This design comes from an exercise in tuning for small area, a short achievable clock period and few clock cycles per item on the open sky130 flow, not from production work.
The RTL was checked by simulation tests, not by an equivalence proof against the original design.
No activity file was given, so power comes from the tool's default toggle rates.

<file path="flow/design.v">
`default_nettype none
module seqpolar(i_clk, i_reset, i_stb, i_xval, i_yval, i_aux, o_busy,
		o_done, o_mag, o_phase, o_aux);
	input	wire		i_clk, i_reset, i_stb;
	input	wire	[28:0]	i_xval, i_yval;
	input	wire		i_aux;
	output	wire		o_busy;
	output	reg		o_done;
	output	wire	[25:0]	o_mag;
	output	wire	[25:0]	o_phase;
	output	reg		o_aux;
	reg		busy;
	reg		rot;		 
	reg		k5;
	reg	[3:0]	sa;		 
	reg	[7:0]	sc;		 
	reg		kbig;		 
	reg	[33:0]	xv;		 
	reg	[39:1]	yn;		 
	reg	[35:1]	ph;		 
	wire	sx = i_xval[28], sy = i_yval[28];
	wire	[33:0]	ex = { {1{sx}}, i_xval, 4'b0 };
	wire	[39:1]	ey = { {7{sy}}, i_yval, 3'b0 };
	wire	[33:0]	ld_x = sx ? { {2{sx}}, i_xval, 3'b0 } : ex;
	wire	[35:1]	ld_p = { !sx, !(sx^sy), 33'h1c7c6e34f };
	wire		d = yn[39];			 
	wire	[35:0]	y0 = { yn[35:1], 1'b0 };
	wire	[35:0]	ya0 = ({36{sa[0]}} & y0) |
			({36{sa[1]}} & { {2{y0[35]}}, y0[35:2] }) |
			({36{sa[2]}} & { {4{y0[35]}}, y0[35:4] }) |
			({36{sa[3]}} & { {6{y0[35]}}, y0[35:6] });
	wire	[35:0]	yb0 = ({36{sc[0]}} & ya0) |
			({36{sc[1]}} & { {8{ya0[35]}}, ya0[35:8] }) |
			({36{sc[2]}} & { {16{ya0[35]}}, ya0[35:16] }) |
			({36{sc[3]}} & { {24{ya0[35]}}, ya0[35:24] }) |
			({36{sc[4]}} & { {32{ya0[35]}}, ya0[35:32] });
	wire	[33:0]	ysh = kbig ? {34{d}} : yb0[33:0];
	wire	[33:0]	xmask;
	assign	xmask[0] = !k5 & ((sc[0] & sa[0]));
	assign	xmask[1] = !k5 & ((sc[0] & |sa[1:0]));
	assign	xmask[2] = !k5 & ((sc[0] & |sa[2:0]));
	assign	xmask[3] = !k5 & ((sc[0] & |sa[3:0]));
	assign	xmask[4] = !k5 & (sc[0] | (sc[1] & sa[0]));
	assign	xmask[5] = !k5 & (sc[0] | (sc[1] & |sa[1:0]));
	assign	xmask[6] = !k5 & (sc[0] | (sc[1] & |sa[2:0]));
	assign	xmask[7] = !k5 & (sc[0] | (sc[1] & |sa[3:0]));
	assign	xmask[8] = !k5 & (|sc[1:0] | (sc[2] & sa[0]));
	assign	xmask[9] = !k5 & (|sc[1:0] | (sc[2] & |sa[1:0]));
	assign	xmask[10] = !k5 & (|sc[1:0] | (sc[2] & |sa[2:0]));
	assign	xmask[11] = !k5 & (|sc[1:0] | (sc[2] & |sa[3:0]));
	assign	xmask[12] = !k5 & (|sc[2:0] | (sc[3] & sa[0]));
	assign	xmask[13] = !k5 & (|sc[2:0] | (sc[3] & |sa[1:0]));
	assign	xmask[14] = !k5 & (|sc[2:0] | (sc[3] & |sa[2:0]));
	assign	xmask[15] = !k5 & (|sc[2:0] | (sc[3] & |sa[3:0]));
	assign	xmask[16] = !k5 & (|sc[3:0] | (sc[4] & sa[0]));
	assign	xmask[17] = !k5 & (|sc[3:0] | (sc[4] & |sa[1:0]));
	assign	xmask[18] = !k5 & (|sc[3:0] | (sc[4] & |sa[2:0]));
	assign	xmask[19] = !k5 & (|sc[3:0] | (sc[4] & |sa[3:0]));
	assign	xmask[20] = !k5 & (|sc[4:0] | (sc[5] & sa[0]));
	assign	xmask[21] = !k5 & (|sc[4:0] | (sc[5] & |sa[1:0]));
	assign	xmask[22] = !k5 & (|sc[4:0] | (sc[5] & |sa[2:0]));
	assign	xmask[23] = !k5 & (|sc[4:0] | (sc[5] & |sa[3:0]));
	assign	xmask[24] = !k5 & (|sc[5:0] | (sc[6] & sa[0]));
	assign	xmask[25] = !k5 & (|sc[5:0] | (sc[6] & |sa[1:0]));
	assign	xmask[26] = !k5 & (|sc[5:0] | (sc[6] & |sa[2:0]));
	assign	xmask[27] = !k5 & (|sc[5:0] | (sc[6] & |sa[3:0]));
	assign	xmask[28] = !k5 & (|sc[6:0] | (sc[7] & sa[0]));
	assign	xmask[29] = !k5 & (|sc[6:0] | (sc[7] & |sa[1:0]));
	assign	xmask[30] = !k5 & (|sc[6:0] | (sc[7] & |sa[2:0]));
	assign	xmask[31] = !k5 & (|sc[6:0] | (sc[7] & |sa[3:0]));
	assign	xmask[32] = !k5 | sa[0];
	assign	xmask[33] = !k5 | |sa[1:0];
	wire	[33:0]	xm = xv & xmask;
	wire		last = k5 & sa[1];		 
	wire	[9:0]	x34 = xv[9:0] + {9'b0, d};
	wire		rnd = last && (x34[9] || (x34[7:0] != 8'd0));
	wire	[33:0]	xop = (ysh ^ {34{d}}) | {25'b0, rnd, 8'b0};
	wire	[33:0]	xa = xv & {34{!rot}};
	wire	[33:0]	xn_s_a = xa;
	wire	[33:0]	xn_s_b = xop;
	wire	[33:0]	xn_s_p = xn_s_a ^ xn_s_b;
	wire	[33:0]	xn_s_g = xn_s_a & xn_s_b;
	wire	xn_s_ci = d;
	wire xn_s_g0c = xn_s_g[0] | (xn_s_p[0] & xn_s_ci);
	wire xn_s_g0 = xn_s_g[1] | (xn_s_p[1] & xn_s_g0c);
	wire xn_s_p0 = xn_s_p[1] & xn_s_p[0];
	wire xn_s_g1 = xn_s_g[3] | (xn_s_p[3] & xn_s_g[2]);
	wire xn_s_p1 = xn_s_p[3] & xn_s_p[2];
	wire xn_s_g2 = xn_s_g[5] | (xn_s_p[5] & xn_s_g[4]);
	wire xn_s_p2 = xn_s_p[5] & xn_s_p[4];
	wire xn_s_g3 = xn_s_g[7] | (xn_s_p[7] & xn_s_g[6]);
	wire xn_s_p3 = xn_s_p[7] & xn_s_p[6];
	wire xn_s_g4 = xn_s_g[9] | (xn_s_p[9] & xn_s_g[8]);
	wire xn_s_p4 = xn_s_p[9] & xn_s_p[8];
	wire xn_s_g5 = xn_s_g[11] | (xn_s_p[11] & xn_s_g[10]);
	wire xn_s_p5 = xn_s_p[11] & xn_s_p[10];
	wire xn_s_g6 = xn_s_g[13] | (xn_s_p[13] & xn_s_g[12]);
	wire xn_s_p6 = xn_s_p[13] & xn_s_p[12];
	wire xn_s_g7 = xn_s_g[15] | (xn_s_p[15] & xn_s_g[14]);
	wire xn_s_p7 = xn_s_p[15] & xn_s_p[14];
	wire xn_s_g8 = xn_s_g[17] | (xn_s_p[17] & xn_s_g[16]);
	wire xn_s_p8 = xn_s_p[17] & xn_s_p[16];
	wire xn_s_g9 = xn_s_g[19] | (xn_s_p[19] & xn_s_g[18]);
	wire xn_s_p9 = xn_s_p[19] & xn_s_p[18];
	wire xn_s_g10 = xn_s_g[21] | (xn_s_p[21] & xn_s_g[20]);
	wire xn_s_p10 = xn_s_p[21] & xn_s_p[20];
	wire xn_s_g11 = xn_s_g[23] | (xn_s_p[23] & xn_s_g[22]);
	wire xn_s_p11 = xn_s_p[23] & xn_s_p[22];
	wire xn_s_g12 = xn_s_g[25] | (xn_s_p[25] & xn_s_g[24]);
	wire xn_s_p12 = xn_s_p[25] & xn_s_p[24];
	wire xn_s_g13 = xn_s_g[27] | (xn_s_p[27] & xn_s_g[26]);
	wire xn_s_p13 = xn_s_p[27] & xn_s_p[26];
	wire xn_s_g14 = xn_s_g[29] | (xn_s_p[29] & xn_s_g[28]);
	wire xn_s_p14 = xn_s_p[29] & xn_s_p[28];
	wire xn_s_g15 = xn_s_g[31] | (xn_s_p[31] & xn_s_g[30]);
	wire xn_s_p15 = xn_s_p[31] & xn_s_p[30];
	wire xn_s_g16 = xn_s_g[2] | (xn_s_p[2] & xn_s_g0);
	wire xn_s_p16 = xn_s_p[2] & xn_s_p0;
	wire xn_s_g17 = xn_s_g1 | (xn_s_p1 & xn_s_g0);
	wire xn_s_p17 = xn_s_p1 & xn_s_p0;
	wire xn_s_g18 = xn_s_g[6] | (xn_s_p[6] & xn_s_g2);
	wire xn_s_p18 = xn_s_p[6] & xn_s_p2;
	wire xn_s_g19 = xn_s_g3 | (xn_s_p3 & xn_s_g2);
	wire xn_s_p19 = xn_s_p3 & xn_s_p2;
	wire xn_s_g20 = xn_s_g[10] | (xn_s_p[10] & xn_s_g4);
	wire xn_s_p20 = xn_s_p[10] & xn_s_p4;
	wire xn_s_g21 = xn_s_g5 | (xn_s_p5 & xn_s_g4);
	wire xn_s_p21 = xn_s_p5 & xn_s_p4;
	wire xn_s_g22 = xn_s_g[14] | (xn_s_p[14] & xn_s_g6);
	wire xn_s_p22 = xn_s_p[14] & xn_s_p6;
	wire xn_s_g23 = xn_s_g7 | (xn_s_p7 & xn_s_g6);
	wire xn_s_p23 = xn_s_p7 & xn_s_p6;
	wire xn_s_g24 = xn_s_g[18] | (xn_s_p[18] & xn_s_g8);
	wire xn_s_p24 = xn_s_p[18] & xn_s_p8;
	wire xn_s_g25 = xn_s_g9 | (xn_s_p9 & xn_s_g8);
	wire xn_s_p25 = xn_s_p9 & xn_s_p8;
	wire xn_s_g26 = xn_s_g[22] | (xn_s_p[22] & xn_s_g10);
	wire xn_s_p26 = xn_s_p[22] & xn_s_p10;
	wire xn_s_g27 = xn_s_g11 | (xn_s_p11 & xn_s_g10);
	wire xn_s_p27 = xn_s_p11 & xn_s_p10;
	wire xn_s_g28 = xn_s_g[26] | (xn_s_p[26] & xn_s_g12);
	wire xn_s_p28 = xn_s_p[26] & xn_s_p12;
	wire xn_s_g29 = xn_s_g13 | (xn_s_p13 & xn_s_g12);
	wire xn_s_p29 = xn_s_p13 & xn_s_p12;
	wire xn_s_g30 = xn_s_g[30] | (xn_s_p[30] & xn_s_g14);
	wire xn_s_p30 = xn_s_p[30] & xn_s_p14;
	wire xn_s_g31 = xn_s_g15 | (xn_s_p15 & xn_s_g14);
	wire xn_s_p31 = xn_s_p15 & xn_s_p14;
	wire xn_s_g32 = xn_s_g[4] | (xn_s_p[4] & xn_s_g17);
	wire xn_s_p32 = xn_s_p[4] & xn_s_p17;
	wire xn_s_g33 = xn_s_g2 | (xn_s_p2 & xn_s_g17);
	wire xn_s_p33 = xn_s_p2 & xn_s_p17;
	wire xn_s_g34 = xn_s_g18 | (xn_s_p18 & xn_s_g17);
	wire xn_s_p34 = xn_s_p18 & xn_s_p17;
	wire xn_s_g35 = xn_s_g19 | (xn_s_p19 & xn_s_g17);
	wire xn_s_p35 = xn_s_p19 & xn_s_p17;
	wire xn_s_g36 = xn_s_g[12] | (xn_s_p[12] & xn_s_g21);
	wire xn_s_p36 = xn_s_p[12] & xn_s_p21;
	wire xn_s_g37 = xn_s_g6 | (xn_s_p6 & xn_s_g21);
	wire xn_s_p37 = xn_s_p6 & xn_s_p21;
	wire xn_s_g38 = xn_s_g22 | (xn_s_p22 & xn_s_g21);
	wire xn_s_p38 = xn_s_p22 & xn_s_p21;
	wire xn_s_g39 = xn_s_g23 | (xn_s_p23 & xn_s_g21);
	wire xn_s_p39 = xn_s_p23 & xn_s_p21;
	wire xn_s_g40 = xn_s_g[20] | (xn_s_p[20] & xn_s_g25);
	wire xn_s_p40 = xn_s_p[20] & xn_s_p25;
	wire xn_s_g41 = xn_s_g10 | (xn_s_p10 & xn_s_g25);
	wire xn_s_p41 = xn_s_p10 & xn_s_p25;
	wire xn_s_g42 = xn_s_g26 | (xn_s_p26 & xn_s_g25);
	wire xn_s_p42 = xn_s_p26 & xn_s_p25;
	wire xn_s_g43 = xn_s_g27 | (xn_s_p27 & xn_s_g25);
	wire xn_s_p43 = xn_s_p27 & xn_s_p25;
	wire xn_s_g44 = xn_s_g[28] | (xn_s_p[28] & xn_s_g29);
	wire xn_s_p44 = xn_s_p[28] & xn_s_p29;
	wire xn_s_g45 = xn_s_g14 | (xn_s_p14 & xn_s_g29);
	wire xn_s_p45 = xn_s_p14 & xn_s_p29;
	wire xn_s_g46 = xn_s_g30 | (xn_s_p30 & xn_s_g29);
	wire xn_s_p46 = xn_s_p30 & xn_s_p29;
	wire xn_s_g47 = xn_s_g31 | (xn_s_p31 & xn_s_g29);
	wire xn_s_p47 = xn_s_p31 & xn_s_p29;
	wire xn_s_g48 = xn_s_g[8] | (xn_s_p[8] & xn_s_g35);
	wire xn_s_p48 = xn_s_p[8] & xn_s_p35;
	wire xn_s_g49 = xn_s_g4 | (xn_s_p4 & xn_s_g35);
	wire xn_s_p49 = xn_s_p4 & xn_s_p35;
	wire xn_s_g50 = xn_s_g20 | (xn_s_p20 & xn_s_g35);
	wire xn_s_p50 = xn_s_p20 & xn_s_p35;
	wire xn_s_g51 = xn_s_g21 | (xn_s_p21 & xn_s_g35);
	wire xn_s_p51 = xn_s_p21 & xn_s_p35;
	wire xn_s_g52 = xn_s_g36 | (xn_s_p36 & xn_s_g35);
	wire xn_s_p52 = xn_s_p36 & xn_s_p35;
	wire xn_s_g53 = xn_s_g37 | (xn_s_p37 & xn_s_g35);
	wire xn_s_p53 = xn_s_p37 & xn_s_p35;
	wire xn_s_g54 = xn_s_g38 | (xn_s_p38 & xn_s_g35);
	wire xn_s_p54 = xn_s_p38 & xn_s_p35;
	wire xn_s_g55 = xn_s_g39 | (xn_s_p39 & xn_s_g35);
	wire xn_s_p55 = xn_s_p39 & xn_s_p35;
	wire xn_s_g56 = xn_s_g[24] | (xn_s_p[24] & xn_s_g43);
	wire xn_s_p56 = xn_s_p[24] & xn_s_p43;
	wire xn_s_g57 = xn_s_g12 | (xn_s_p12 & xn_s_g43);
	wire xn_s_p57 = xn_s_p12 & xn_s_p43;
	wire xn_s_g58 = xn_s_g28 | (xn_s_p28 & xn_s_g43);
	wire xn_s_p58 = xn_s_p28 & xn_s_p43;
	wire xn_s_g59 = xn_s_g29 | (xn_s_p29 & xn_s_g43);
	wire xn_s_p59 = xn_s_p29 & xn_s_p43;
	wire xn_s_g60 = xn_s_g44 | (xn_s_p44 & xn_s_g43);
	wire xn_s_p60 = xn_s_p44 & xn_s_p43;
	wire xn_s_g61 = xn_s_g45 | (xn_s_p45 & xn_s_g43);
	wire xn_s_p61 = xn_s_p45 & xn_s_p43;
	wire xn_s_g62 = xn_s_g46 | (xn_s_p46 & xn_s_g43);
	wire xn_s_p62 = xn_s_p46 & xn_s_p43;
	wire xn_s_g63 = xn_s_g47 | (xn_s_p47 & xn_s_g43);
	wire xn_s_p63 = xn_s_p47 & xn_s_p43;
	wire xn_s_g64 = xn_s_g[16] | (xn_s_p[16] & xn_s_g55);
	wire xn_s_p64 = xn_s_p[16] & xn_s_p55;
	wire xn_s_g65 = xn_s_g8 | (xn_s_p8 & xn_s_g55);
	wire xn_s_p65 = xn_s_p8 & xn_s_p55;
	wire xn_s_g66 = xn_s_g24 | (xn_s_p24 & xn_s_g55);
	wire xn_s_p66 = xn_s_p24 & xn_s_p55;
	wire xn_s_g67 = xn_s_g25 | (xn_s_p25 & xn_s_g55);
	wire xn_s_p67 = xn_s_p25 & xn_s_p55;
	wire xn_s_g68 = xn_s_g40 | (xn_s_p40 & xn_s_g55);
	wire xn_s_p68 = xn_s_p40 & xn_s_p55;
	wire xn_s_g69 = xn_s_g41 | (xn_s_p41 & xn_s_g55);
	wire xn_s_p69 = xn_s_p41 & xn_s_p55;
	wire xn_s_g70 = xn_s_g42 | (xn_s_p42 & xn_s_g55);
	wire xn_s_p70 = xn_s_p42 & xn_s_p55;
	wire xn_s_g71 = xn_s_g43 | (xn_s_p43 & xn_s_g55);
	wire xn_s_p71 = xn_s_p43 & xn_s_p55;
	wire xn_s_g72 = xn_s_g56 | (xn_s_p56 & xn_s_g55);
	wire xn_s_p72 = xn_s_p56 & xn_s_p55;
	wire xn_s_g73 = xn_s_g57 | (xn_s_p57 & xn_s_g55);
	wire xn_s_p73 = xn_s_p57 & xn_s_p55;
	wire xn_s_g74 = xn_s_g58 | (xn_s_p58 & xn_s_g55);
	wire xn_s_p74 = xn_s_p58 & xn_s_p55;
	wire xn_s_g75 = xn_s_g59 | (xn_s_p59 & xn_s_g55);
	wire xn_s_p75 = xn_s_p59 & xn_s_p55;
	wire xn_s_g76 = xn_s_g60 | (xn_s_p60 & xn_s_g55);
	wire xn_s_p76 = xn_s_p60 & xn_s_p55;
	wire xn_s_g77 = xn_s_g61 | (xn_s_p61 & xn_s_g55);
	wire xn_s_p77 = xn_s_p61 & xn_s_p55;
	wire xn_s_g78 = xn_s_g62 | (xn_s_p62 & xn_s_g55);
	wire xn_s_p78 = xn_s_p62 & xn_s_p55;
	wire xn_s_g79 = xn_s_g63 | (xn_s_p63 & xn_s_g55);
	wire xn_s_p79 = xn_s_p63 & xn_s_p55;
	wire xn_s_g80 = xn_s_g[32] | (xn_s_p[32] & xn_s_g79);
	wire xn_s_p80 = xn_s_p[32] & xn_s_p79;
	wire	[33:0]	xn_s_c = {xn_s_g80, xn_s_g79, xn_s_g78, xn_s_g77, xn_s_g76, xn_s_g75, xn_s_g74, xn_s_g73, xn_s_g72, xn_s_g71, xn_s_g70, xn_s_g69, xn_s_g68, xn_s_g67, xn_s_g66, xn_s_g65, xn_s_g64, xn_s_g55, xn_s_g54, xn_s_g53, xn_s_g52, xn_s_g51, xn_s_g50, xn_s_g49, xn_s_g48, xn_s_g35, xn_s_g34, xn_s_g33, xn_s_g32, xn_s_g17, xn_s_g16, xn_s_g0, xn_s_g0c, xn_s_ci};
	wire	[33:0]	xn_s = xn_s_p ^ xn_s_c;
	wire	[33:0]	xn = xn_s;
	wire	[38:0]	ya = { yn[38:1], 1'b0 } & {39{!rot}};
	wire	[38:0]	yop = { {5{rot & xv[33]}}, xm } ^ {39{!d}};
	wire	[38:0]	ynn_s_a = ya;
	wire	[38:0]	ynn_s_b = yop;
	wire	[38:0]	ynn_s_p = ynn_s_a ^ ynn_s_b;
	wire	[38:0]	ynn_s_g = ynn_s_a & ynn_s_b;
	wire	ynn_s_ci = !d;
	wire ynn_s_g0c = ynn_s_g[0] | (ynn_s_p[0] & ynn_s_ci);
	wire ynn_s_g0 = ynn_s_g[1] | (ynn_s_p[1] & ynn_s_g0c);
	wire ynn_s_p0 = ynn_s_p[1] & ynn_s_p[0];
	wire ynn_s_g1 = ynn_s_g[3] | (ynn_s_p[3] & ynn_s_g[2]);
	wire ynn_s_p1 = ynn_s_p[3] & ynn_s_p[2];
	wire ynn_s_g2 = ynn_s_g[5] | (ynn_s_p[5] & ynn_s_g[4]);
	wire ynn_s_p2 = ynn_s_p[5] & ynn_s_p[4];
	wire ynn_s_g3 = ynn_s_g[7] | (ynn_s_p[7] & ynn_s_g[6]);
	wire ynn_s_p3 = ynn_s_p[7] & ynn_s_p[6];
	wire ynn_s_g4 = ynn_s_g[9] | (ynn_s_p[9] & ynn_s_g[8]);
	wire ynn_s_p4 = ynn_s_p[9] & ynn_s_p[8];
	wire ynn_s_g5 = ynn_s_g[11] | (ynn_s_p[11] & ynn_s_g[10]);
	wire ynn_s_p5 = ynn_s_p[11] & ynn_s_p[10];
	wire ynn_s_g6 = ynn_s_g[13] | (ynn_s_p[13] & ynn_s_g[12]);
	wire ynn_s_p6 = ynn_s_p[13] & ynn_s_p[12];
	wire ynn_s_g7 = ynn_s_g[15] | (ynn_s_p[15] & ynn_s_g[14]);
	wire ynn_s_p7 = ynn_s_p[15] & ynn_s_p[14];
	wire ynn_s_g8 = ynn_s_g[17] | (ynn_s_p[17] & ynn_s_g[16]);
	wire ynn_s_p8 = ynn_s_p[17] & ynn_s_p[16];
	wire ynn_s_g9 = ynn_s_g[19] | (ynn_s_p[19] & ynn_s_g[18]);
	wire ynn_s_p9 = ynn_s_p[19] & ynn_s_p[18];
	wire ynn_s_g10 = ynn_s_g[21] | (ynn_s_p[21] & ynn_s_g[20]);
	wire ynn_s_p10 = ynn_s_p[21] & ynn_s_p[20];
	wire ynn_s_g11 = ynn_s_g[23] | (ynn_s_p[23] & ynn_s_g[22]);
	wire ynn_s_p11 = ynn_s_p[23] & ynn_s_p[22];
	wire ynn_s_g12 = ynn_s_g[25] | (ynn_s_p[25] & ynn_s_g[24]);
	wire ynn_s_p12 = ynn_s_p[25] & ynn_s_p[24];
	wire ynn_s_g13 = ynn_s_g[27] | (ynn_s_p[27] & ynn_s_g[26]);
	wire ynn_s_p13 = ynn_s_p[27] & ynn_s_p[26];
	wire ynn_s_g14 = ynn_s_g[29] | (ynn_s_p[29] & ynn_s_g[28]);
	wire ynn_s_p14 = ynn_s_p[29] & ynn_s_p[28];
	wire ynn_s_g15 = ynn_s_g[31] | (ynn_s_p[31] & ynn_s_g[30]);
	wire ynn_s_p15 = ynn_s_p[31] & ynn_s_p[30];
	wire ynn_s_g16 = ynn_s_g[33] | (ynn_s_p[33] & ynn_s_g[32]);
	wire ynn_s_p16 = ynn_s_p[33] & ynn_s_p[32];
	wire ynn_s_g17 = ynn_s_g[35] | (ynn_s_p[35] & ynn_s_g[34]);
	wire ynn_s_p17 = ynn_s_p[35] & ynn_s_p[34];
	wire ynn_s_g18 = ynn_s_g[37] | (ynn_s_p[37] & ynn_s_g[36]);
	wire ynn_s_p18 = ynn_s_p[37] & ynn_s_p[36];
	wire ynn_s_g19 = ynn_s_g[2] | (ynn_s_p[2] & ynn_s_g0);
	wire ynn_s_p19 = ynn_s_p[2] & ynn_s_p0;
	wire ynn_s_g20 = ynn_s_g1 | (ynn_s_p1 & ynn_s_g0);
	wire ynn_s_p20 = ynn_s_p1 & ynn_s_p0;
	wire ynn_s_g21 = ynn_s_g[6] | (ynn_s_p[6] & ynn_s_g2);
	wire ynn_s_p21 = ynn_s_p[6] & ynn_s_p2;
	wire ynn_s_g22 = ynn_s_g3 | (ynn_s_p3 & ynn_s_g2);
	wire ynn_s_p22 = ynn_s_p3 & ynn_s_p2;
	wire ynn_s_g23 = ynn_s_g[10] | (ynn_s_p[10] & ynn_s_g4);
	wire ynn_s_p23 = ynn_s_p[10] & ynn_s_p4;
	wire ynn_s_g24 = ynn_s_g5 | (ynn_s_p5 & ynn_s_g4);
	wire ynn_s_p24 = ynn_s_p5 & ynn_s_p4;
	wire ynn_s_g25 = ynn_s_g[14] | (ynn_s_p[14] & ynn_s_g6);
	wire ynn_s_p25 = ynn_s_p[14] & ynn_s_p6;
	wire ynn_s_g26 = ynn_s_g7 | (ynn_s_p7 & ynn_s_g6);
	wire ynn_s_p26 = ynn_s_p7 & ynn_s_p6;
	wire ynn_s_g27 = ynn_s_g[18] | (ynn_s_p[18] & ynn_s_g8);
	wire ynn_s_p27 = ynn_s_p[18] & ynn_s_p8;
	wire ynn_s_g28 = ynn_s_g9 | (ynn_s_p9 & ynn_s_g8);
	wire ynn_s_p28 = ynn_s_p9 & ynn_s_p8;
	wire ynn_s_g29 = ynn_s_g[22] | (ynn_s_p[22] & ynn_s_g10);
	wire ynn_s_p29 = ynn_s_p[22] & ynn_s_p10;
	wire ynn_s_g30 = ynn_s_g11 | (ynn_s_p11 & ynn_s_g10);
	wire ynn_s_p30 = ynn_s_p11 & ynn_s_p10;
	wire ynn_s_g31 = ynn_s_g[26] | (ynn_s_p[26] & ynn_s_g12);
	wire ynn_s_p31 = ynn_s_p[26] & ynn_s_p12;
	wire ynn_s_g32 = ynn_s_g13 | (ynn_s_p13 & ynn_s_g12);
	wire ynn_s_p32 = ynn_s_p13 & ynn_s_p12;
	wire ynn_s_g33 = ynn_s_g[30] | (ynn_s_p[30] & ynn_s_g14);
	wire ynn_s_p33 = ynn_s_p[30] & ynn_s_p14;
	wire ynn_s_g34 = ynn_s_g15 | (ynn_s_p15 & ynn_s_g14);
	wire ynn_s_p34 = ynn_s_p15 & ynn_s_p14;
	wire ynn_s_g35 = ynn_s_g[34] | (ynn_s_p[34] & ynn_s_g16);
	wire ynn_s_p35 = ynn_s_p[34] & ynn_s_p16;
	wire ynn_s_g36 = ynn_s_g17 | (ynn_s_p17 & ynn_s_g16);
	wire ynn_s_p36 = ynn_s_p17 & ynn_s_p16;
	wire ynn_s_g37 = ynn_s_g[4] | (ynn_s_p[4] & ynn_s_g20);
	wire ynn_s_p37 = ynn_s_p[4] & ynn_s_p20;
	wire ynn_s_g38 = ynn_s_g2 | (ynn_s_p2 & ynn_s_g20);
	wire ynn_s_p38 = ynn_s_p2 & ynn_s_p20;
	wire ynn_s_g39 = ynn_s_g21 | (ynn_s_p21 & ynn_s_g20);
	wire ynn_s_p39 = ynn_s_p21 & ynn_s_p20;
	wire ynn_s_g40 = ynn_s_g22 | (ynn_s_p22 & ynn_s_g20);
	wire ynn_s_p40 = ynn_s_p22 & ynn_s_p20;
	wire ynn_s_g41 = ynn_s_g[12] | (ynn_s_p[12] & ynn_s_g24);
	wire ynn_s_p41 = ynn_s_p[12] & ynn_s_p24;
	wire ynn_s_g42 = ynn_s_g6 | (ynn_s_p6 & ynn_s_g24);
	wire ynn_s_p42 = ynn_s_p6 & ynn_s_p24;
	wire ynn_s_g43 = ynn_s_g25 | (ynn_s_p25 & ynn_s_g24);
	wire ynn_s_p43 = ynn_s_p25 & ynn_s_p24;
	wire ynn_s_g44 = ynn_s_g26 | (ynn_s_p26 & ynn_s_g24);
	wire ynn_s_p44 = ynn_s_p26 & ynn_s_p24;
	wire ynn_s_g45 = ynn_s_g[20] | (ynn_s_p[20] & ynn_s_g28);
	wire ynn_s_p45 = ynn_s_p[20] & ynn_s_p28;
	wire ynn_s_g46 = ynn_s_g10 | (ynn_s_p10 & ynn_s_g28);
	wire ynn_s_p46 = ynn_s_p10 & ynn_s_p28;
	wire ynn_s_g47 = ynn_s_g29 | (ynn_s_p29 & ynn_s_g28);
	wire ynn_s_p47 = ynn_s_p29 & ynn_s_p28;
	wire ynn_s_g48 = ynn_s_g30 | (ynn_s_p30 & ynn_s_g28);
	wire ynn_s_p48 = ynn_s_p30 & ynn_s_p28;
	wire ynn_s_g49 = ynn_s_g[28] | (ynn_s_p[28] & ynn_s_g32);
	wire ynn_s_p49 = ynn_s_p[28] & ynn_s_p32;
	wire ynn_s_g50 = ynn_s_g14 | (ynn_s_p14 & ynn_s_g32);
	wire ynn_s_p50 = ynn_s_p14 & ynn_s_p32;
	wire ynn_s_g51 = ynn_s_g33 | (ynn_s_p33 & ynn_s_g32);
	wire ynn_s_p51 = ynn_s_p33 & ynn_s_p32;
	wire ynn_s_g52 = ynn_s_g34 | (ynn_s_p34 & ynn_s_g32);
	wire ynn_s_p52 = ynn_s_p34 & ynn_s_p32;
	wire ynn_s_g53 = ynn_s_g[36] | (ynn_s_p[36] & ynn_s_g36);
	wire ynn_s_p53 = ynn_s_p[36] & ynn_s_p36;
	wire ynn_s_g54 = ynn_s_g18 | (ynn_s_p18 & ynn_s_g36);
	wire ynn_s_p54 = ynn_s_p18 & ynn_s_p36;
	wire ynn_s_g55 = ynn_s_g[8] | (ynn_s_p[8] & ynn_s_g40);
	wire ynn_s_p55 = ynn_s_p[8] & ynn_s_p40;
	wire ynn_s_g56 = ynn_s_g4 | (ynn_s_p4 & ynn_s_g40);
	wire ynn_s_p56 = ynn_s_p4 & ynn_s_p40;
	wire ynn_s_g57 = ynn_s_g23 | (ynn_s_p23 & ynn_s_g40);
	wire ynn_s_p57 = ynn_s_p23 & ynn_s_p40;
	wire ynn_s_g58 = ynn_s_g24 | (ynn_s_p24 & ynn_s_g40);
	wire ynn_s_p58 = ynn_s_p24 & ynn_s_p40;
	wire ynn_s_g59 = ynn_s_g41 | (ynn_s_p41 & ynn_s_g40);
	wire ynn_s_p59 = ynn_s_p41 & ynn_s_p40;
	wire ynn_s_g60 = ynn_s_g42 | (ynn_s_p42 & ynn_s_g40);
	wire ynn_s_p60 = ynn_s_p42 & ynn_s_p40;
	wire ynn_s_g61 = ynn_s_g43 | (ynn_s_p43 & ynn_s_g40);
	wire ynn_s_p61 = ynn_s_p43 & ynn_s_p40;
	wire ynn_s_g62 = ynn_s_g44 | (ynn_s_p44 & ynn_s_g40);
	wire ynn_s_p62 = ynn_s_p44 & ynn_s_p40;
	wire ynn_s_g63 = ynn_s_g[24] | (ynn_s_p[24] & ynn_s_g48);
	wire ynn_s_p63 = ynn_s_p[24] & ynn_s_p48;
	wire ynn_s_g64 = ynn_s_g12 | (ynn_s_p12 & ynn_s_g48);
	wire ynn_s_p64 = ynn_s_p12 & ynn_s_p48;
	wire ynn_s_g65 = ynn_s_g31 | (ynn_s_p31 & ynn_s_g48);
	wire ynn_s_p65 = ynn_s_p31 & ynn_s_p48;
	wire ynn_s_g66 = ynn_s_g32 | (ynn_s_p32 & ynn_s_g48);
	wire ynn_s_p66 = ynn_s_p32 & ynn_s_p48;
	wire ynn_s_g67 = ynn_s_g49 | (ynn_s_p49 & ynn_s_g48);
	wire ynn_s_p67 = ynn_s_p49 & ynn_s_p48;
	wire ynn_s_g68 = ynn_s_g50 | (ynn_s_p50 & ynn_s_g48);
	wire ynn_s_p68 = ynn_s_p50 & ynn_s_p48;
	wire ynn_s_g69 = ynn_s_g51 | (ynn_s_p51 & ynn_s_g48);
	wire ynn_s_p69 = ynn_s_p51 & ynn_s_p48;
	wire ynn_s_g70 = ynn_s_g52 | (ynn_s_p52 & ynn_s_g48);
	wire ynn_s_p70 = ynn_s_p52 & ynn_s_p48;
	wire ynn_s_g71 = ynn_s_g[16] | (ynn_s_p[16] & ynn_s_g62);
	wire ynn_s_p71 = ynn_s_p[16] & ynn_s_p62;
	wire ynn_s_g72 = ynn_s_g8 | (ynn_s_p8 & ynn_s_g62);
	wire ynn_s_p72 = ynn_s_p8 & ynn_s_p62;
	wire ynn_s_g73 = ynn_s_g27 | (ynn_s_p27 & ynn_s_g62);
	wire ynn_s_p73 = ynn_s_p27 & ynn_s_p62;
	wire ynn_s_g74 = ynn_s_g28 | (ynn_s_p28 & ynn_s_g62);
	wire ynn_s_p74 = ynn_s_p28 & ynn_s_p62;
	wire ynn_s_g75 = ynn_s_g45 | (ynn_s_p45 & ynn_s_g62);
	wire ynn_s_p75 = ynn_s_p45 & ynn_s_p62;
	wire ynn_s_g76 = ynn_s_g46 | (ynn_s_p46 & ynn_s_g62);
	wire ynn_s_p76 = ynn_s_p46 & ynn_s_p62;
	wire ynn_s_g77 = ynn_s_g47 | (ynn_s_p47 & ynn_s_g62);
	wire ynn_s_p77 = ynn_s_p47 & ynn_s_p62;
	wire ynn_s_g78 = ynn_s_g48 | (ynn_s_p48 & ynn_s_g62);
	wire ynn_s_p78 = ynn_s_p48 & ynn_s_p62;
	wire ynn_s_g79 = ynn_s_g63 | (ynn_s_p63 & ynn_s_g62);
	wire ynn_s_p79 = ynn_s_p63 & ynn_s_p62;
	wire ynn_s_g80 = ynn_s_g64 | (ynn_s_p64 & ynn_s_g62);
	wire ynn_s_p80 = ynn_s_p64 & ynn_s_p62;
	wire ynn_s_g81 = ynn_s_g65 | (ynn_s_p65 & ynn_s_g62);
	wire ynn_s_p81 = ynn_s_p65 & ynn_s_p62;
	wire ynn_s_g82 = ynn_s_g66 | (ynn_s_p66 & ynn_s_g62);
	wire ynn_s_p82 = ynn_s_p66 & ynn_s_p62;
	wire ynn_s_g83 = ynn_s_g67 | (ynn_s_p67 & ynn_s_g62);
	wire ynn_s_p83 = ynn_s_p67 & ynn_s_p62;
	wire ynn_s_g84 = ynn_s_g68 | (ynn_s_p68 & ynn_s_g62);
	wire ynn_s_p84 = ynn_s_p68 & ynn_s_p62;
	wire ynn_s_g85 = ynn_s_g69 | (ynn_s_p69 & ynn_s_g62);
	wire ynn_s_p85 = ynn_s_p69 & ynn_s_p62;
	wire ynn_s_g86 = ynn_s_g70 | (ynn_s_p70 & ynn_s_g62);
	wire ynn_s_p86 = ynn_s_p70 & ynn_s_p62;
	wire ynn_s_g87 = ynn_s_g[32] | (ynn_s_p[32] & ynn_s_g86);
	wire ynn_s_p87 = ynn_s_p[32] & ynn_s_p86;
	wire ynn_s_g88 = ynn_s_g16 | (ynn_s_p16 & ynn_s_g86);
	wire ynn_s_p88 = ynn_s_p16 & ynn_s_p86;
	wire ynn_s_g89 = ynn_s_g35 | (ynn_s_p35 & ynn_s_g86);
	wire ynn_s_p89 = ynn_s_p35 & ynn_s_p86;
	wire ynn_s_g90 = ynn_s_g36 | (ynn_s_p36 & ynn_s_g86);
	wire ynn_s_p90 = ynn_s_p36 & ynn_s_p86;
	wire ynn_s_g91 = ynn_s_g53 | (ynn_s_p53 & ynn_s_g86);
	wire ynn_s_p91 = ynn_s_p53 & ynn_s_p86;
	wire ynn_s_g92 = ynn_s_g54 | (ynn_s_p54 & ynn_s_g86);
	wire ynn_s_p92 = ynn_s_p54 & ynn_s_p86;
	wire	[38:0]	ynn_s_c = {ynn_s_g92, ynn_s_g91, ynn_s_g90, ynn_s_g89, ynn_s_g88, ynn_s_g87, ynn_s_g86, ynn_s_g85, ynn_s_g84, ynn_s_g83, ynn_s_g82, ynn_s_g81, ynn_s_g80, ynn_s_g79, ynn_s_g78, ynn_s_g77, ynn_s_g76, ynn_s_g75, ynn_s_g74, ynn_s_g73, ynn_s_g72, ynn_s_g71, ynn_s_g62, ynn_s_g61, ynn_s_g60, ynn_s_g59, ynn_s_g58, ynn_s_g57, ynn_s_g56, ynn_s_g55, ynn_s_g40, ynn_s_g39, ynn_s_g38, ynn_s_g37, ynn_s_g20, ynn_s_g19, ynn_s_g0, ynn_s_g0c, ynn_s_ci};
	wire	[38:0]	ynn_s = ynn_s_p ^ ynn_s_c;
	wire	[38:0]	ynn = ynn_s;
	wire	[34:0]	ang =
		({35{!k5 & sc[0] & sa[1]}} & 35'h12e4051da) |
		({35{!k5 & sc[0] & sa[2]}} & 35'h09fb385b5) |
		({35{!k5 & sc[0] & sa[3]}} & 35'h051111d41) |
		({35{!k5 & sc[1] & sa[0]}} & 35'h028b0d430) |
		({35{!k5 & sc[1] & sa[1]}} & 35'h0145d7e15) |
		({35{!k5 & sc[1] & sa[2]}} & 35'h00a2f61e5) |
		({35{!k5 & sc[1] & sa[3]}} & 35'h00517c551) |
		({35{!k5 & sc[2] & sa[0]}} & 35'h0028be534) |
		({35{!k5 & sc[2] & sa[1]}} & 35'h00145f2eb) |
		({35{!k5 & sc[2] & sa[2]}} & 35'h000a2f980) |
		({35{!k5 & sc[2] & sa[3]}} & 35'h000517cc1) |
		({35{!k5 & sc[3] & sa[0]}} & 35'h00028be60) |
		({35{!k5 & sc[3] & sa[1]}} & 35'h000145f30) |
		({35{!k5 & sc[3] & sa[2]}} & 35'h0000a2f98) |
		({35{!k5 & sc[3] & sa[3]}} & 35'h0000517cc) |
		({35{!k5 & sc[4] & sa[0]}} & 35'h000028be6) |
		({35{!k5 & sc[4] & sa[1]}} & 35'h0000145f3) |
		({35{!k5 & sc[4] & sa[2]}} & 35'h00000a2f9) |
		({35{!k5 & sc[4] & sa[3]}} & 35'h00000517c) |
		({35{!k5 & sc[5] & sa[0]}} & 35'h0000028be) |
		({35{!k5 & sc[5] & sa[1]}} & 35'h00000145f) |
		({35{!k5 & sc[5] & sa[2]}} & 35'h000000a2f) |
		({35{!k5 & sc[5] & sa[3]}} & 35'h000000517) |
		({35{!k5 & sc[6] & sa[0]}} & 35'h00000028b) |
		({35{!k5 & sc[6] & sa[1]}} & 35'h000000145) |
		({35{!k5 & sc[6] & sa[2]}} & 35'h0000000a2) |
		({35{!k5 & sc[6] & sa[3]}} & 35'h000000051) |
		({35{!k5 & sc[7] & sa[0]}} & 35'h000000028) |
		({35{!k5 & sc[7] & sa[1]}} & 35'h000000014) |
		({35{!k5 & sc[7] & sa[2]}} & 35'h00000000a) |
		({35{!k5 & sc[7] & sa[3]}} & 35'h000000005) |
		({35{k5 & sa[0]}} & 35'h000000002) |
		({35{k5 & sa[1]}} & 35'h000000001);
	wire	[34:0]	pn_s_a = ph;
	wire	[34:0]	pn_s_b = (ang & {35{!d}});
	wire	[34:0]	pn_s_p = pn_s_a ^ pn_s_b;
	wire	[34:0]	pn_s_g = pn_s_a & pn_s_b;
	wire	pn_s_ci = 1'b0;
	wire pn_s_g0c = pn_s_g[0] | (pn_s_p[0] & pn_s_ci);
	wire pn_s_g0 = pn_s_g[1] | (pn_s_p[1] & pn_s_g0c);
	wire pn_s_p0 = pn_s_p[1] & pn_s_p[0];
	wire pn_s_g1 = pn_s_g[3] | (pn_s_p[3] & pn_s_g[2]);
	wire pn_s_p1 = pn_s_p[3] & pn_s_p[2];
	wire pn_s_g2 = pn_s_g[5] | (pn_s_p[5] & pn_s_g[4]);
	wire pn_s_p2 = pn_s_p[5] & pn_s_p[4];
	wire pn_s_g3 = pn_s_g[7] | (pn_s_p[7] & pn_s_g[6]);
	wire pn_s_p3 = pn_s_p[7] & pn_s_p[6];
	wire pn_s_g4 = pn_s_g[9] | (pn_s_p[9] & pn_s_g[8]);
	wire pn_s_p4 = pn_s_p[9] & pn_s_p[8];
	wire pn_s_g5 = pn_s_g[11] | (pn_s_p[11] & pn_s_g[10]);
	wire pn_s_p5 = pn_s_p[11] & pn_s_p[10];
	wire pn_s_g6 = pn_s_g[13] | (pn_s_p[13] & pn_s_g[12]);
	wire pn_s_p6 = pn_s_p[13] & pn_s_p[12];
	wire pn_s_g7 = pn_s_g[15] | (pn_s_p[15] & pn_s_g[14]);
	wire pn_s_p7 = pn_s_p[15] & pn_s_p[14];
	wire pn_s_g8 = pn_s_g[17] | (pn_s_p[17] & pn_s_g[16]);
	wire pn_s_p8 = pn_s_p[17] & pn_s_p[16];
	wire pn_s_g9 = pn_s_g[19] | (pn_s_p[19] & pn_s_g[18]);
	wire pn_s_p9 = pn_s_p[19] & pn_s_p[18];
	wire pn_s_g10 = pn_s_g[21] | (pn_s_p[21] & pn_s_g[20]);
	wire pn_s_p10 = pn_s_p[21] & pn_s_p[20];
	wire pn_s_g11 = pn_s_g[23] | (pn_s_p[23] & pn_s_g[22]);
	wire pn_s_p11 = pn_s_p[23] & pn_s_p[22];
	wire pn_s_g12 = pn_s_g[25] | (pn_s_p[25] & pn_s_g[24]);
	wire pn_s_p12 = pn_s_p[25] & pn_s_p[24];
	wire pn_s_g13 = pn_s_g[27] | (pn_s_p[27] & pn_s_g[26]);
	wire pn_s_p13 = pn_s_p[27] & pn_s_p[26];
	wire pn_s_g14 = pn_s_g[29] | (pn_s_p[29] & pn_s_g[28]);
	wire pn_s_p14 = pn_s_p[29] & pn_s_p[28];
	wire pn_s_g15 = pn_s_g[31] | (pn_s_p[31] & pn_s_g[30]);
	wire pn_s_p15 = pn_s_p[31] & pn_s_p[30];
	wire pn_s_g16 = pn_s_g[33] | (pn_s_p[33] & pn_s_g[32]);
	wire pn_s_p16 = pn_s_p[33] & pn_s_p[32];
	wire pn_s_g17 = pn_s_g1 | (pn_s_p1 & pn_s_g0);
	wire pn_s_p17 = pn_s_p1 & pn_s_p0;
	wire pn_s_g18 = pn_s_g3 | (pn_s_p3 & pn_s_g2);
	wire pn_s_p18 = pn_s_p3 & pn_s_p2;
	wire pn_s_g19 = pn_s_g5 | (pn_s_p5 & pn_s_g4);
	wire pn_s_p19 = pn_s_p5 & pn_s_p4;
	wire pn_s_g20 = pn_s_g7 | (pn_s_p7 & pn_s_g6);
	wire pn_s_p20 = pn_s_p7 & pn_s_p6;
	wire pn_s_g21 = pn_s_g9 | (pn_s_p9 & pn_s_g8);
	wire pn_s_p21 = pn_s_p9 & pn_s_p8;
	wire pn_s_g22 = pn_s_g11 | (pn_s_p11 & pn_s_g10);
	wire pn_s_p22 = pn_s_p11 & pn_s_p10;
	wire pn_s_g23 = pn_s_g13 | (pn_s_p13 & pn_s_g12);
	wire pn_s_p23 = pn_s_p13 & pn_s_p12;
	wire pn_s_g24 = pn_s_g15 | (pn_s_p15 & pn_s_g14);
	wire pn_s_p24 = pn_s_p15 & pn_s_p14;
	wire pn_s_g25 = pn_s_g18 | (pn_s_p18 & pn_s_g17);
	wire pn_s_p25 = pn_s_p18 & pn_s_p17;
	wire pn_s_g26 = pn_s_g20 | (pn_s_p20 & pn_s_g19);
	wire pn_s_p26 = pn_s_p20 & pn_s_p19;
	wire pn_s_g27 = pn_s_g22 | (pn_s_p22 & pn_s_g21);
	wire pn_s_p27 = pn_s_p22 & pn_s_p21;
	wire pn_s_g28 = pn_s_g24 | (pn_s_p24 & pn_s_g23);
	wire pn_s_p28 = pn_s_p24 & pn_s_p23;
	wire pn_s_g29 = pn_s_g26 | (pn_s_p26 & pn_s_g25);
	wire pn_s_p29 = pn_s_p26 & pn_s_p25;
	wire pn_s_g30 = pn_s_g28 | (pn_s_p28 & pn_s_g27);
	wire pn_s_p30 = pn_s_p28 & pn_s_p27;
	wire pn_s_g31 = pn_s_g30 | (pn_s_p30 & pn_s_g29);
	wire pn_s_p31 = pn_s_p30 & pn_s_p29;
	wire pn_s_g32 = pn_s_g27 | (pn_s_p27 & pn_s_g29);
	wire pn_s_p32 = pn_s_p27 & pn_s_p29;
	wire pn_s_g33 = pn_s_g19 | (pn_s_p19 & pn_s_g25);
	wire pn_s_p33 = pn_s_p19 & pn_s_p25;
	wire pn_s_g34 = pn_s_g21 | (pn_s_p21 & pn_s_g29);
	wire pn_s_p34 = pn_s_p21 & pn_s_p29;
	wire pn_s_g35 = pn_s_g23 | (pn_s_p23 & pn_s_g32);
	wire pn_s_p35 = pn_s_p23 & pn_s_p32;
	wire pn_s_g36 = pn_s_g2 | (pn_s_p2 & pn_s_g17);
	wire pn_s_p36 = pn_s_p2 & pn_s_p17;
	wire pn_s_g37 = pn_s_g4 | (pn_s_p4 & pn_s_g25);
	wire pn_s_p37 = pn_s_p4 & pn_s_p25;
	wire pn_s_g38 = pn_s_g6 | (pn_s_p6 & pn_s_g33);
	wire pn_s_p38 = pn_s_p6 & pn_s_p33;
	wire pn_s_g39 = pn_s_g8 | (pn_s_p8 & pn_s_g29);
	wire pn_s_p39 = pn_s_p8 & pn_s_p29;
	wire pn_s_g40 = pn_s_g10 | (pn_s_p10 & pn_s_g34);
	wire pn_s_p40 = pn_s_p10 & pn_s_p34;
	wire pn_s_g41 = pn_s_g12 | (pn_s_p12 & pn_s_g32);
	wire pn_s_p41 = pn_s_p12 & pn_s_p32;
	wire pn_s_g42 = pn_s_g14 | (pn_s_p14 & pn_s_g35);
	wire pn_s_p42 = pn_s_p14 & pn_s_p35;
	wire pn_s_g43 = pn_s_g16 | (pn_s_p16 & pn_s_g31);
	wire pn_s_p43 = pn_s_p16 & pn_s_p31;
	wire pn_s_g44 = pn_s_g[2] | (pn_s_p[2] & pn_s_g0);
	wire pn_s_p44 = pn_s_p[2] & pn_s_p0;
	wire pn_s_g45 = pn_s_g[4] | (pn_s_p[4] & pn_s_g17);
	wire pn_s_p45 = pn_s_p[4] & pn_s_p17;
	wire pn_s_g46 = pn_s_g[6] | (pn_s_p[6] & pn_s_g36);
	wire pn_s_p46 = pn_s_p[6] & pn_s_p36;
	wire pn_s_g47 = pn_s_g[8] | (pn_s_p[8] & pn_s_g25);
	wire pn_s_p47 = pn_s_p[8] & pn_s_p25;
	wire pn_s_g48 = pn_s_g[10] | (pn_s_p[10] & pn_s_g37);
	wire pn_s_p48 = pn_s_p[10] & pn_s_p37;
	wire pn_s_g49 = pn_s_g[12] | (pn_s_p[12] & pn_s_g33);
	wire pn_s_p49 = pn_s_p[12] & pn_s_p33;
	wire pn_s_g50 = pn_s_g[14] | (pn_s_p[14] & pn_s_g38);
	wire pn_s_p50 = pn_s_p[14] & pn_s_p38;
	wire pn_s_g51 = pn_s_g[16] | (pn_s_p[16] & pn_s_g29);
	wire pn_s_p51 = pn_s_p[16] & pn_s_p29;
	wire pn_s_g52 = pn_s_g[18] | (pn_s_p[18] & pn_s_g39);
	wire pn_s_p52 = pn_s_p[18] & pn_s_p39;
	wire pn_s_g53 = pn_s_g[20] | (pn_s_p[20] & pn_s_g34);
	wire pn_s_p53 = pn_s_p[20] & pn_s_p34;
	wire pn_s_g54 = pn_s_g[22] | (pn_s_p[22] & pn_s_g40);
	wire pn_s_p54 = pn_s_p[22] & pn_s_p40;
	wire pn_s_g55 = pn_s_g[24] | (pn_s_p[24] & pn_s_g32);
	wire pn_s_p55 = pn_s_p[24] & pn_s_p32;
	wire pn_s_g56 = pn_s_g[26] | (pn_s_p[26] & pn_s_g41);
	wire pn_s_p56 = pn_s_p[26] & pn_s_p41;
	wire pn_s_g57 = pn_s_g[28] | (pn_s_p[28] & pn_s_g35);
	wire pn_s_p57 = pn_s_p[28] & pn_s_p35;
	wire pn_s_g58 = pn_s_g[30] | (pn_s_p[30] & pn_s_g42);
	wire pn_s_p58 = pn_s_p[30] & pn_s_p42;
	wire pn_s_g59 = pn_s_g[32] | (pn_s_p[32] & pn_s_g31);
	wire pn_s_p59 = pn_s_p[32] & pn_s_p31;
	wire	[34:0]	pn_s_c = {pn_s_g43, pn_s_g59, pn_s_g31, pn_s_g58, pn_s_g42, pn_s_g57, pn_s_g35, pn_s_g56, pn_s_g41, pn_s_g55, pn_s_g32, pn_s_g54, pn_s_g40, pn_s_g53, pn_s_g34, pn_s_g52, pn_s_g39, pn_s_g51, pn_s_g29, pn_s_g50, pn_s_g38, pn_s_g49, pn_s_g33, pn_s_g48, pn_s_g37, pn_s_g47, pn_s_g25, pn_s_g46, pn_s_g36, pn_s_g45, pn_s_g17, pn_s_g44, pn_s_g0, pn_s_g0c, pn_s_ci};
	wire	[34:0]	pn_s = pn_s_p ^ pn_s_c;
	wire	[35:1]	pn = pn_s;
	wire	load = i_stb && !busy;
	wire	[3:0]	san = rot ? sa : { sa[2:0], sa[3] };
	wire	[7:0]	scn = (rot || !sa[3]) ? sc : { sc[6:0], sc[7] };
	wire		k5n = k5 || (!rot && sa[3] && sc[7]);
	always @(posedge i_clk)
	begin
		if (load) begin
			xv <= ld_x;
			yn <= ey;
			rot <= sx;
			ph <= ld_p;
			k5 <= 1'b0;
			sa <= 4'b0001;
			sc <= 8'b00000001;
			kbig <= 1'b0;
		end else begin
			xv <= xn;
			yn <= ynn;
			ph <= pn;
			k5 <= k5n;
			sa <= san;
			sc <= scn;
			kbig <= k5n || (|scn[7:5]) || (scn[4] && (san[2] || san[3]));
			rot <= 1'b0;
		end
	end
	always @(posedge i_clk)
	if (load)
		o_aux <= i_aux;
	always @(posedge i_clk)
	if (i_reset) begin
		busy   <= 1'b0;
		o_done <= 1'b0;
	end else begin
		o_done <= busy && last;
		if (load)
			busy <= 1'b1;
		else if (last)
			busy <= 1'b0;
	end
	assign	o_busy  = busy;
	assign	o_mag   = xv[33:8];
	assign	o_phase = ph[35:10];
endmodule
</file>
<file path="flow/flow/run.sh">
#!/bin/bash
set -euo pipefail
export BUFFER_PORTS_ARGS="-buffer_cell sky130_fd_sc_hd__buf_1"
bash standard.sh > standard_flow.log 2>&1
</file>
<file path="flow/standard.sh">
#!/bin/bash
# synth_recipe.tcl (not shown) runs the flow's synth.tcl, then flattens the netlist and writes it again
# the make line also repeats each setting of config.mk as NAME=value (left out here)
make -C /OpenROAD-flow-scripts/flow DESIGN_CONFIG=/design/flow/config.mk WORK_HOME=/design/flow/orfs CLKGATE_MAP_FILE= SYNTH_SCRIPT=/design/flow/synth_recipe.tcl "${@:-finish}"
</file>
<file path="flow/config.mk">
export PLATFORM = sky130hd
export DESIGN_NAME = seqpolar
export DESIGN_NICKNAME = seqpolar
export VERILOG_FILES = /design/flow/design.v
export SDC_FILE = /design/flow/constraint.sdc
export NUM_CORES = 4
export LEC_CHECK = 0
export CAP_MARGIN = 20
export CORE_MARGIN = 2
export CORE_UTILIZATION = 65
export CTS_BUF_LIST = sky130_fd_sc_hd__clkbuf_8
export SETUP_SLACK_MARGIN = 2.5
export SLEW_MARGIN = 20
</file>
<file path="flow/constraint.sdc">
create_clock -name core_clock -period 7.0 [get_ports {i_clk}]
set_input_delay 1.4000 -clock core_clock [delete_from_list [all_inputs] [get_ports {i_clk}]]
set_output_delay 1.4000 -clock core_clock [all_outputs]
set_load 0.01 [all_outputs]
</file>
==> results_dict.tcl <==
set metrics [dict create \
    status "no timing/DRC/antenna violations" \
    async_reset_ff_share_pct 0 \
    yosys.cell_types.count 83 \
    ys.warnings.count 1 \
    swShare_pct 51.0 \
    timing.setup.tns_ns 0 \
    post_drt_via_cell_ratio 6.49 \
    skew_ns 0.0213 \
    yosys-top-cells-count "nand2_1, a21oi_1, dfxtp_1" \
    ant_nets 0 \
    p_per_area_nw_per_um2 633 \
    worstReg2RegEnd "xv[33]" \
    utilization_pct 73.9 \
    rsz0062_at_grt "true" \
    worstSkewPairLatency_ns 0.48 \
    drive_gt1_share_pct 11.9 \
    vdd_drop_max_v 0.000379 \
    die_h_um 143 \
    nets 1849 \
    leakagePower_nw 6.02 \
    antenna_cells 0 \
    grtUsageTotal_pct 38.0 \
    synth_edf_count 1 \
    synth_area_um2 12600 \
    drt-total-wl_um 39800 \
    p_total_mw 8.80 \
    synth.most_common_cell "nand2_1" \
    hold_viol 0 \
    place_congestion 1.01 \
    cts_root_buf "clkbuf_8" \
    yosys.area.top_type "dfxtp_1" \
    cp-start-kind "flop" \
    cts_made_buffers 17 \
    antenna_found_initial 1 \
    slew_violations 0 \
    ys_ff_latch 126 \
    clk_pin_slew_ns 0.10 \
    finalCritPeriodShare_pct 62.6 \
    grt_pass1_wl_um 60800 \
    placed_cells 1859 \
    cts_buffer_depth 2 \
    whs_endpoint "o_done" \
    htree_levels 4 \
    drt_iter0_markers 1721 \
    cts_hold_buf 0 \
    hp-start "busy" \
    rrSetupSlack_ns 2.61 \
    hpwl_um 27900 \
    dr_total_vias 12500 \
    r2r_start "sa[1]" \
    worstMarginPinSlew_ns 0.981 \
    timing.final.crit_period_ns 4.39 \
    holdPathStages 1 \
    criticalPathCategory "flop to flop" \
    grt.overflow.total 0 \
    reg2reg_depth 21 \
    internal-power_mw 4.31 \
    synth_top_area_share_pct 19.9 \
    ys_top_cells_by_area "dfxtp_1, ha_1, xnor2_1" \
    cp.arrival_ns 4.74 \
    power_frac_clock_pct 7.7 \
    area_growth_pct 10.7 \
    grt_max_degree 69 \
    power_frac_comb_pct 74.8 \
    initial_core_util_pct 66.7 \
    synth-main-ff-cell "dfxtp_1" \
    synth_cells 1626 \
    io_pins 117 \
    max_freq_mhz 228 \
    synth_fp_nets 1818 \
    wl_per_cell_um 20.6 \
    dr.pass1.iters 9 \
    numPortBuffers 116 \
    hold_class "flop to flop" \
    slew_headroom_pct 34.3 \
    finalSetupViolCount 0 \
    instances_no_fill 1930 \
    die_area_um2 20500 \
    power.switching_mw 4.49 \
    drc 0 \
    drv_cap 0 \
    cts_tree "done" \
    ys_seq_area_share_pct 20.2 \
    end_kind "flop" \
    syn_area_per_cell_um2 7.73 \
    power.share.sequential_pct 17.5 \
    clock-sinks 126 \
    grt_pass1_vias 11500 \
    core_um2 18800 \
    dieWidth_um 143 \
    worstPathRequired_ns 7.35 \
    std_cell_rows 50 \
    critical_path_peak_fanout 18 \
]
## power by group through the flow
stage / logic, mW / clock network [mW] / registers (mW)
floorplan: 5.05 / 0 / 1.29
global placement: 5.86 / 0 / 1.52
detailed placement: 6.01 / 0 / 1.52
CTS: 6.21 / 0.674 / 1.51
global route: 7.27 / 0.708 / 1.56
finish: 6.58 / 0.678 / 1.54
## flip-flops by register name (all words and copies together) (netlist names)
name,count
yn,39
sc,8
k5,1
busy,1
sa,4
ph,35
o_aux,1
o_done,1
rot,1
xv,34
kbig,1
## worst max path at each step
stage,start,to,cells after the start
4_1_cts,sa[1],xv[33],20
3_5_place_dp,sa[1],xv[33],20
3_3_place_gp,sa[1],xv[33],20
6_report,sa[1],xv[33],21
2_1_floorplan,sa[3],ph[32],22
5_1_grt,sa[0],xv[33],21
## layout make-up
class	instances	area [um^2]
Multi-Input combinational cell	1296	9390
Fill cell	1542	4920
Sequential cell	126	2560
Timing Repair Buffer	175	1070
Tap cell	260	325
Clock buffer	17	234
Inverter	41	166
Clock inverter	15	164
## through the flow
step	hold WS [ns]	worst slack (ns)	cell area (um^2)
2_1_floorplan	0.486	2.50	12600
3_3_place_gp	0.457	1.85	12700
3_5_place_dp	0.465	1.75	12700
4_1_cts	0.489	2.47	13400
5_1_grt	0.521	2.43	13900
6_report	0.512	2.61	13900
## critical path, cell delays in order, from the launching register on
cell and delay (ns):
dfxtp_4 0.37, buf_4 0.20, buf_6 0.18, a22oi_1 0.17, nand2_1 0.19, a22oi_1 0.34
nand3_1 0.17, xnor2_1 0.26, nor2_1 0.08, ha_1 0.34, o21a_1 0.14, o211ai_1 0.13
a211oi_2 0.35, o21ai_2 0.11, nand2_2 0.10, o221ai_4 0.12, a21oi_2 0.15, a21oi_2 0.07
fa_2 0.33, xnor2_1 0.14, xnor2_1 0.20, a21oi_1 0.09
## kinds of logic after synthesis
kind of cell	after synthesis	synth area share, %
adders and majority gates	130	14.7
xor gates and xnor gates	122	8.50
and+or+nand+nor	526	20.5
buffers and inverters	204	7.75
AOI/OAI and AO/OA	493	26.4
muxes	25	2.02
DFF	126	20.2
## layout by cell type, fill, tap and decap left out, types with 16 or more instances in the layout
master / Yosys / routed
nand2_1: 160 / 154
a21oi_1: 131 / 123
nor2_1: 123 / 119
buf_1: 15 / 115
dfxtp_1: 125 / 114
ha_1: 101 / 101
xnor2_1: 99 / 98
a22oi_1: 81 / 80
o21ai_0: 85 / 78
nor2b_1: 74 / 70
a21o_1: 45 / 45
buf_4: 52 / 44
inv_1: 39 / 37
fa_1: 29 / 27
nand3_1: 27 / 25
nor3_1: 27 / 25
xor2_1: 23 / 23
mux2i_1: 22 / 22
and3_1: 20 / 20
nand2b_1: 20 / 18
clkbuf_8: 0 / 18
nor3b_1: 17 / 16
## timing repair
item | CTS | global route
pin swaps | 10 | 28
gates cloned | 2 | 2
resized for setup | 61 | 55
setup endpoints to repair | 40 | 29
buffers inserted | 7 | 28
## per-layer routing
metal  up-vias  wire length, um  GRT usage (%)  share of wire (%)
met5         -               10              0              0.025
met4         2             1030           10.9                2.6
met1      5887            17300           55.1                 44
met3       102             4140           7.71                 10
li1       5838                -              -                  -
met2       705            17300           57.1                 43
Testbench counts, summed over its fixed seeds: cycles 18,182, items 512.

what the ideal ports hide:
No port has a modelled driver above. Below, the same layout with a new extraction and two added sets of constraints.
Step 1: set_driving_cell puts a clkbuf_16 on i_clk and a buf_2 on each other input, an assumption about the parent block.
Step 2 also shifts input and output timing later by t, the mid clock arrival at the registers, as if the neighbouring blocks saw the same clock.
Three values: ideal ports, drivers, drivers and shift; two values: the first two.
shift t [ns]: 0.518
setup WS [ns]: 2.615 / 2.615 / 2.615
latest minus earliest clock arrival (ns): 0.021 / 0.021
slew at the worst register clock pin (ns): 0.10 / 0.10
worst slew at a driven data input, ns: 0.04
After both steps this run still meets setup and hold. For this run, drivers alone change the setup slack by 0.000 ns; drivers and shift together by 0.000 ns.
